This is an optimization exercise on Yosys and OpenROAD, whose aim is small area, a short achievable clock period and few clock cycles per item, not a production implementation.
Function was checked by simulation only, so behaviour that the tests miss may differ from the original.

Setup of job 101:
// unsignedDiv
module unsignedDiv #(parameter N = 32)
                    (input valid, CLK, RST,
                     input [N-1:0] divisor, dividend,
                     output reg ready,
                     output [N-1:0] quotient, remainder);
    localparam CW = $clog2(N);
    localparam S_WAIT = 2'd0, S_SHIFT = 2'd1, S_RUN = 2'd2;
    reg [1:0] st;
    reg [N-1:0] R, Q, D;
    reg [CW-1:0] cnt, la;
    assign quotient  = Q;
    assign remainder = R;
    function automatic [CW-1:0] lzc(input [N-1:0] x);
        reg [N-1:0] v;
        integer s;
        begin
            v = x;
            for (s = CW - 1; s >= 0; s = s - 1) begin
                lzc[s] = ~|(v >> (N - (1 << s)));
                if (lzc[s]) v = v << (1 << s);
            end
        end
    endfunction
    wire [N:0] bt;           
    genvar gi;
    assign bt[N] = 1'b0;
    generate for (gi = N - 1; gi >= 0; gi = gi - 1) begin : g_bt
        assign bt[gi] = bt[gi+1] | divisor[gi];
    end endgenerate
    wire bz = ~bt[0];
  ...
==> flow/config.mk <==
export PLATFORM = sky130hd
export DESIGN_NAME = unsignedDiv
export DESIGN_NICKNAME = unsignedDiv
export VERILOG_FILES = /design/flow/design.v
export SDC_FILE = /design/flow/constraint.sdc
export NUM_CORES = 4
export LEC_CHECK = 0
export ABC_AREA = 1
export CAP_MARGIN = 0
export CORE_MARGIN = 2
export CORE_UTILIZATION = 70
export SLEW_MARGIN = 0
==> flow/constraint.sdc <==
create_clock -name core_clock -period 3.5 [get_ports {CLK}]
set_input_delay 0.7000 -clock core_clock [delete_from_list [all_inputs] [get_ports {CLK}]]
set_output_delay 0.7000 -clock core_clock [all_outputs]
set_load 0.01 [all_outputs]
standard.sh (not shown) runs the stock make flow with config.mk's settings and CLKGATE_MAP_FILE= SYNTH_SCRIPT=/design/flow/synth_recipe.tcl, a recipe that flattens the netlist after the stock synthesis.
==> flow/flow/run.sh <==
#!/bin/bash
set -euo pipefail
export BUFFER_PORTS_ARGS="-buffer_cell sky130_fd_sc_hd__buf_1"
bash standard.sh finish > standard_flow.log 2>&1
Testbench counts of job 101, summed over its fixed seeds: cycles 19,213, items 2,400.
Input changes introduced in job 102 (baseline for comparison: job 101):
Settings: ABC_AREA no longer set, was 1; CORE_UTILIZATION now 40, was 70; CAP_MARGIN now 20, was 0; SLEW_MARGIN now 20, was 0.
==> flow/run.sh (new file) <==
#!/bin/bash
# synth_recipe.tcl (not shown) runs the flow's synth.tcl, then flattens the netlist and writes it again
# the make line also repeats each setting of config.mk as NAME=value (left out here)
make -C /OpenROAD-flow-scripts/flow DESIGN_CONFIG=/design/flow/config.mk WORK_HOME=/design/flow/orfs CLKGATE_MAP_FILE= SYNTH_SCRIPT=/design/flow/synth_recipe.tcl finish
removed: flow/flow/run.sh
removed: flow/standard.sh
NOTE final design area excluding fillers job 101->job 102 increased by more than 10%. There was hardly any difference in H-tree depth between job 101 and job 102. Relative to job 101, area added between synthesis and finish increased by 19 points in job 102. Looking only at delay contributed by the slowest stage of the critical path, and setting everything else aside, the higher value of job 102 and job 101 goes to job 102. Job 102 reports a higher routed wire length than job 101 does. Job 102: overall die height higher than job 101. Delta (job 102 minus job 101): via count fell 14%, total global-route track usage shows a reduction of 15 points.
diff inputs: job 102 => job 103
Settings: swapping 40 for 60 in CORE_UTILIZATION; putting ABC_AREA at 1 where nothing was set.
==> flow/flow/run.sh (new file) <==
#!/bin/bash
set -euo pipefail
export BUFFER_PORTS_ARGS="-buffer_cell sky130_fd_sc_hd__buf_1"
bash standard.sh finish > standard_flow.log 2>&1
==> flow/standard.sh (new file) <==
#!/bin/bash
# synth_recipe.tcl (not shown) runs the flow's synth.tcl, then flattens the netlist and writes it again
# the make line also repeats each setting of config.mk as NAME=value (left out here)
make -C /OpenROAD-flow-scripts/flow DESIGN_CONFIG=/design/flow/config.mk WORK_HOME=/design/flow/orfs CLKGATE_MAP_FILE= SYNTH_SCRIPT=/design/flow/synth_recipe.tcl "${@:-finish}"
removed: flow/run.sh
[summary]
Job 103 finished all stages; the layout is clean.
Job 102 has a lower utilization than job 103.
[compare] base=job 102 new=job 103: clock-buffer cell count +2, non-clock buffer count -about 30%, highest net fanout along the worst path +28%.
Summary of the comparison: final period utilization is lower in job 103, relative to job 102.
The lower fmax came out of job 102.
Setup changes, job 103 to job 104
Settings: changing CORE_UTILIZATION from 60 to 70; changing SLEW_MARGIN from 20 to 0; setting CTS_BUF_LIST to sky130_fd_sc_hd__clkbuf_4 sky130_fd_sc_hd__clkbuf_8 for the first time; changing CAP_MARGIN from 20 to 0.
[summary]
- Job 104 against job 103: total half-perimeter wirelength after legalization and detailed placement fell by 0.79%.
Here is what was changed in the inputs of job 105 compared with job 104.
Settings: SETUP_SLACK_MARGIN now 1.5, previously not set; CTS_BUF_LIST no longer set, was sky130_fd_sc_hd__clkbuf_4 sky130_fd_sc_hd__clkbuf_8.
Notes after the runs:
- Of job 105 and job 104, only job 105 fails to reach the end of the flow.
- Job 105 did not finish: a tool error stopped it during 5_1_grt.
- Comparing job 104 against job 105, there is no change at all in number of instances in the synthesized netlist.
- Job 105 and job 104 ended up with nearly the same initial core utilization.
- Delta (job 105 minus job 104): number of placed instances, taps included decreased 8; maximum clock path buffer count comparable; worst setup timing slack at the placement stage shrank by 0.073 ns; post-synthesis average cell area ~0 delta; placer's final routability congestion estimate moved up.
- Compared with job 104, job 105 shows total half-perimeter wirelength after legalization and detailed placement higher by about 5%.
- Job 105 against job 104: number of setup buffers added after CTS rose by 77, post-detailed-placement cell area rose by about 1.9%, post-cts gate resize count rose by 260.

run 1:
unsignedDiv, a different RTL version from the one above (not shown whole).
Size in the first run: about 1,300 cells after synthesis, about 8700 µm² of cells after synthesis.
==> flow/config.mk <==
export PLATFORM = sky130hd
export DESIGN_NAME = unsignedDiv
export DESIGN_NICKNAME = unsignedDiv
export VERILOG_FILES = /design/flow/design.v
export SDC_FILE = /design/flow/constraint.sdc
export NUM_CORES = 4
export LEC_CHECK = 0
export ABC_AREA = 1
export CAP_MARGIN = 0
export CORE_MARGIN = 2
export CORE_UTILIZATION = 65
export SETUP_SLACK_MARGIN = 1.1
export SLEW_MARGIN = 0
==> flow/constraint.sdc <==
create_clock -name core_clock -period 3.5 [get_ports {CLK}]
set_input_delay 0.7000 -clock core_clock [delete_from_list [all_inputs] [get_ports {CLK}]]
set_output_delay 0.7000 -clock core_clock [all_outputs]
set_load 0.01 [all_outputs]
==> flow/flow/run.sh <==
#!/bin/bash
set -euo pipefail
export BUFFER_PORTS_ARGS="-buffer_cell sky130_fd_sc_hd__buf_1"
bash standard.sh finish > standard_flow.log 2>&1
Testbench counts of run 1, summed over its fixed seeds: cycles 19,213, items 2,400.
--- input diff run 1..run 2 ---
diff --git a/flow/config.mk b/flow/config.mk
--- a/flow/config.mk
+++ b/flow/config.mk
@@ -11,2 +11,2 @@
-export CORE_UTILIZATION = 65
-export SETUP_SLACK_MARGIN = 1.1
+export CORE_UTILIZATION = 70
+export SETUP_SLACK_MARGIN = 0.7
Findings:
- Looking at floorplan die height, run 2 sits 4.2 µm below run 1.
- [compare] base=run 1 new=run 2: routed wire length moved down; critical path depth moved up.
- Changes observed in run 2 relative to run 1: mean number of vias per cell shows a reduction of 3.3%; total number of vias decreased by 697 relative to the old numbers; global-route wire length before repair went down by about 1%.
- Worst hold slack: run 2 vs run 1 down 0.23 ns
- Run 1 → run 2: inverter count moved down; clock-buffer cell count moved down.
Setup changes, run 2 to run 3
diff --git a/flow/config.mk b/flow/config.mk
--- a/flow/config.mk
+++ b/flow/config.mk
@@ -12 +12 @@
-export SETUP_SLACK_MARGIN = 0.7
+export SETUP_SLACK_MARGIN = 0.8
==> comparison <==
Result: PASS for each of run 2 and run 3
The growth of design area from synthesis to finish was comparable across run 2 and run 3.
Met1 wire length: run 3 vs run 2 — no meaningful difference
Diff run 2 -> run 3: fmax climbed about 4%; tightest slew margin relative to the limit climbed 1.5 points.
Run 3 vs run 2: post-cts sizing count up in run 3

-- static timing again, ports no longer ideal --
Ports are ideal in the flow. The routed layouts listed here were re-timed in OpenROAD.
Step 1: set_driving_cell puts a clkbuf_16 on CLK and a buf_2 on each other input, an assumption about the parent block.
Step 2 adds t to the input delays and takes it off the output delays; t is the mean of the earliest and latest rising clock arrival at the registers after step 1. Input paths then give back, and output paths get back, about the clock's delay inside the block.
Slacks: no drivers / after step 1 / after step 2; pairs: no drivers / after step 1.
run	shift t [ns]	setup slack, ns	hold slack, ns	slew at the worst register clock pin (ns)
job 101	0.408	0.586 / 0.586 / 0.586	0.447 / 0.419 / 0.504	0.08 / 0.08
job 102	0.410	0.221 / 0.221 / -0.078	0.520 / 0.520 / 0.520	0.09 / 0.09
job 103	0.410	0.519 / 0.519 / 0.519	0.390 / 0.363 / 0.507	0.09 / 0.09
job 104	0.441	0.599 / 0.599 / 0.599	0.398 / 0.375 / 0.507	0.12 / 0.12
run 1	0.409	0.795 / 0.795 / 0.646	0.475 / 0.452 / 0.517	0.09 / 0.09
run 2	0.415	0.632 / 0.632 / 0.632	0.247 / 0.226 / 0.517	0.09 / 0.09
run 3	0.410	0.746 / 0.746 / 0.550	0.350 / 0.329 / 0.509	0.09 / 0.09
With both steps, setup timing fails in job 102, where it was met with ideal ports. The setup slack of job 102, which loses most, moves by 0.000 ns with the drivers and by -0.299 ns with both steps.
